Context: an optimization exercise on an open-source flow, tuned for small area and a short achievable clock period. The choices shown serve that exercise and are no tape-out recipe. Only simulation tests tie the RTL to the original design; equivalence was not proved.

Design nes_cpu, start of the top module:
module nes_cpu (
  input         clk,        
  input         b_rst,      
  input         b_nmi,      
  input         b_irq,      
  input  [7:0]  data_in,    
  output [15:0] addr,       
  output        r_bw,       
  output [7:0]  data_out    
  );
Settings: LEC_CHECK=0, ABC_AREA=1, CAP_MARGIN=20, CORE_MARGIN=2, CORE_UTILIZATION=40, SLEW_MARGIN=20; clock period 12.0 ns.
standard.sh (not shown) runs the stock make flow with config.mk's settings and CLKGATE_MAP_FILE= SYNTH_SCRIPT=/design/flow/synth_recipe.tcl, a recipe that flattens the netlist after the stock synthesis.
==> flow/flow/run.sh <==
#!/bin/bash
set -euo pipefail
export SETUP_SLACK_MARGIN=6.5
bash standard.sh finish > standard_flow.log 2>&1
The first run went through all stages and came out clean.
Rerun with:
==> flow/run.sh (new file) <==
#!/bin/bash
# synth_recipe.tcl (not shown) runs the flow's synth.tcl, then flattens the netlist and writes it again
# the make line also repeats each setting of config.mk as NAME=value (left out here)
make -C /OpenROAD-flow-scripts/flow DESIGN_CONFIG=/design/flow/config.mk WORK_HOME=/design/flow/orfs CLKGATE_MAP_FILE= SYNTH_SCRIPT=/design/flow/synth_recipe.tcl finish
Settings changed: CTS_BUF_LIST from default to sky130_fd_sc_hd__clkbuf_4 sky130_fd_sc_hd__clkbuf_8, SETUP_SLACK_MARGIN from default to 5.
removed: flow/flow/run.sh
removed: flow/standard.sh
Effect: Hold slack is better by 0.0067 ns. Die area stays the same. Cell count decreases by 6.3%. Final area went down by about 18%. Sequential share of layout area climbs by 5.1 points. Fmax went down by about 10%. Sequential cell count is unchanged. Setup slack got worse by 0.71 ns. Core utilization shrinks by 10 points. Register-to-register slack improved by 0.48 ns. Critical path depth came out lower by 3.
Rerun with:
Settings changed: ABC_AREA 1 to default, CTS_BUF_LIST sky130_fd_sc_hd__clkbuf_4 sky130_fd_sc_hd__clkbuf_8 to default.
The new run went through all stages and came out clean.
Clock skew stays flat.
Global-route usage climbs by 0.88 points.
Cell count falls by 8.3%.
Count of clock-buffer cells in the layout stays the same.

== exp/fjord ==
Another version of the RTL of nes_cpu (not shown whole).
For scale: about 1,700 cells after synthesis, roughly 160 flip-flops, about 37 I/O pins.
export LEC_CHECK = 0
export ABC_AREA = 1
export CAP_MARGIN = 20
export CORE_MARGIN = 2
export CORE_UTILIZATION = 55
export SETUP_SLACK_MARGIN = 5
export SLEW_MARGIN = 20
create_clock -name core_clock -period 12.0 [get_ports {clk}]
==> flow/flow/run.sh <==
#!/bin/bash
# The standard layout, with clock tree synthesis told not to add dummy
# loads (unloaded clock inverters it otherwise adds to balance the tree).
set -euo pipefail
export CTS_ARGS="-sink_clustering_enable -repair_clock_nets -dont_use_dummy_load"
bash standard.sh finish > standard_flow.log 2>&1
exp/fjord went all the way through synthesis, placement and routing and the layout is clean on timing, DRC and antenna.
diff inputs: exp/fjord => exp/sierra
==> flow/run.sh (new file) <==
#!/bin/bash
# synth_recipe.tcl (not shown) runs the flow's synth.tcl, then flattens the netlist and writes it again
# the make line also repeats each setting of config.mk as NAME=value (left out here)
make -C /OpenROAD-flow-scripts/flow DESIGN_CONFIG=/design/flow/config.mk WORK_HOME=/design/flow/orfs CLKGATE_MAP_FILE= SYNTH_SCRIPT=/design/flow/synth_recipe.tcl finish
diff --git a/flow/config.mk b/flow/config.mk
--- a/flow/config.mk
+++ b/flow/config.mk
@@ -10,3 +10,6 @@
 export CORE_MARGIN = 2
-export CORE_UTILIZATION = 55
+export CORE_UTILIZATION = 40
+export CTS_BUF_LIST = sky130_fd_sc_hd__clkbuf_16
+export CTS_CLUSTER_DIAMETER = 100
+export CTS_CLUSTER_SIZE = 40
 export SETUP_SLACK_MARGIN = 5
removed: flow/flow/run.sh
removed: flow/standard.sh
Every stage of the flow completed for exp/sierra, and the final layout passed the timing, DRC and antenna checks. exp/fjord did not stop at any stage, and its layout met the timing, DRC and antenna checks. exp/sierra reports its launch point of the worst path as CPU_DP_I0_DP_DMA_By[6]$_SDFFE_PP0P_ while exp/fjord reports CPU_DP_I0_DP_PstInstrR[6]$_DFF_PN0_. Lower detailed route wirelength on metal3 goes to exp/sierra over exp/fjord. From exp/fjord to exp/sierra the numbers moved as follows: portion of the layout cell area used by non-clock buffers moved up, fill cell instance count of the final layout moved up. Against exp/fjord, fmax in exp/sierra rose by a few percent.
For exp/willow, these inputs were changed with respect to exp/sierra:
diff --git a/flow/config.mk b/flow/config.mk
--- a/flow/config.mk
+++ b/flow/config.mk
@@ -11,5 +11,2 @@
 export CORE_UTILIZATION = 40
-export CTS_BUF_LIST = sky130_fd_sc_hd__clkbuf_16
-export CTS_CLUSTER_DIAMETER = 100
-export CTS_CLUSTER_SIZE = 40
 export SETUP_SLACK_MARGIN = 5
- Delta (exp/willow minus exp/sierra): met2 track utilization from global routing essentially unchanged.
- Going from exp/sierra to exp/willow, sum of net half-perimeters after detailed placement flat; via count shows no meaningful change.
--- input diff exp/willow..exp/cedar ---
==> flow/flow/run.sh (new file) <==
#!/bin/bash
# The standard layout, with clock tree synthesis told not to add dummy
# loads (unloaded clock inverters it otherwise adds to balance the tree).
set -euo pipefail
export CTS_ARGS="-sink_clustering_enable -repair_clock_nets -dont_use_dummy_load"
bash standard.sh finish > standard_flow.log 2>&1
==> flow/standard.sh (new file) <==
#!/bin/bash
# synth_recipe.tcl (not shown) runs the flow's synth.tcl, then flattens the netlist and writes it again
# the make line also repeats each setting of config.mk as NAME=value (left out here)
make -C /OpenROAD-flow-scripts/flow DESIGN_CONFIG=/design/flow/config.mk WORK_HOME=/design/flow/orfs CLKGATE_MAP_FILE= SYNTH_SCRIPT=/design/flow/synth_recipe.tcl "${@:-finish}"
diff --git a/flow/config.mk b/flow/config.mk
--- a/flow/config.mk
+++ b/flow/config.mk
@@ -11,2 +11,3 @@
 export CORE_UTILIZATION = 40
+export PLACE_DENSITY = 0.75
 export SETUP_SLACK_MARGIN = 5
removed: flow/run.sh
==> notes.md <==
- exp/cedar vs. exp/willow: sum of met2 wire segment lengths after detailed routing roughly the same; global-route wire length before repair shows no meaningful change.
- From exp/cedar to exp/willow, flip-flop and latch count after synthesis did not move at all.
- Compared with exp/willow, exp/cedar shows non-filler instance count after layout that has gone down slightly.
- Aggregate global-route resource usage in exp/cedar is 0.22 points higher than in exp/willow
- exp/cedar finished every step from synthesis to the final layout, and the layout passed the timing, DRC and antenna checks.
- The run with more routed wire is exp/cedar, not exp/willow.
- Worst setup slack deteriorates in exp/cedar relative to exp/willow.
- exp/willow ended up with data_out[1] as its worst setup path endpoint; exp/cedar ended up with CPU_DP_I0_DP_PCH[7]$_DFFE_PN0P_.
- Density: exp/cedar sparser than exp/willow

afterwards: timing with drivers on the ports:
The flow's constraints put no driver on any port. The routed layouts listed below were extracted and timed again, unchanged, in two steps.
Step 1 sets driving cells, clkbuf_16 on the clock port and buf_2 on the other inputs (assumed; they add their load-dependent delay and slew).
Step 2 times the ports against the registers' clock, not the clock port: input delays grow and output delays shrink by t, the midpoint of the rising clock arrivals with the driver on.
a / b / c = ideal ports / drivers / drivers and shift; a / b = the first two.
| run | shift t [ns] | setup slack, ns | worst setup path at the end | worst data-port slew with drivers (ns) |
|---|---|---|---|---|
| the first run of note 1 | 0.512 | 5.793 / 5.736 / 6.150 | register to register | 0.04 |
| the second run of note 1 | 0.560 | 5.087 / 5.036 / 5.596 | register to output | 0.04 |
| the third run of note 1 | 0.522 | 4.880 / 4.828 / 5.310 | register to register | 0.05 |
| exp/fjord | 0.487 | 4.999 / 4.948 / 5.076 | register to register | 0.04 |
| exp/sierra | 0.498 | 5.148 / 5.099 / 5.281 | register to register | 0.04 |
| exp/willow | 0.498 | 5.148 / 5.099 / 5.281 | register to register | 0.04 |
| exp/cedar | 0.482 | 5.138 / 5.121 / 5.138 | register to register | 0.05 |
After both steps setup and hold are still met in every run listed.
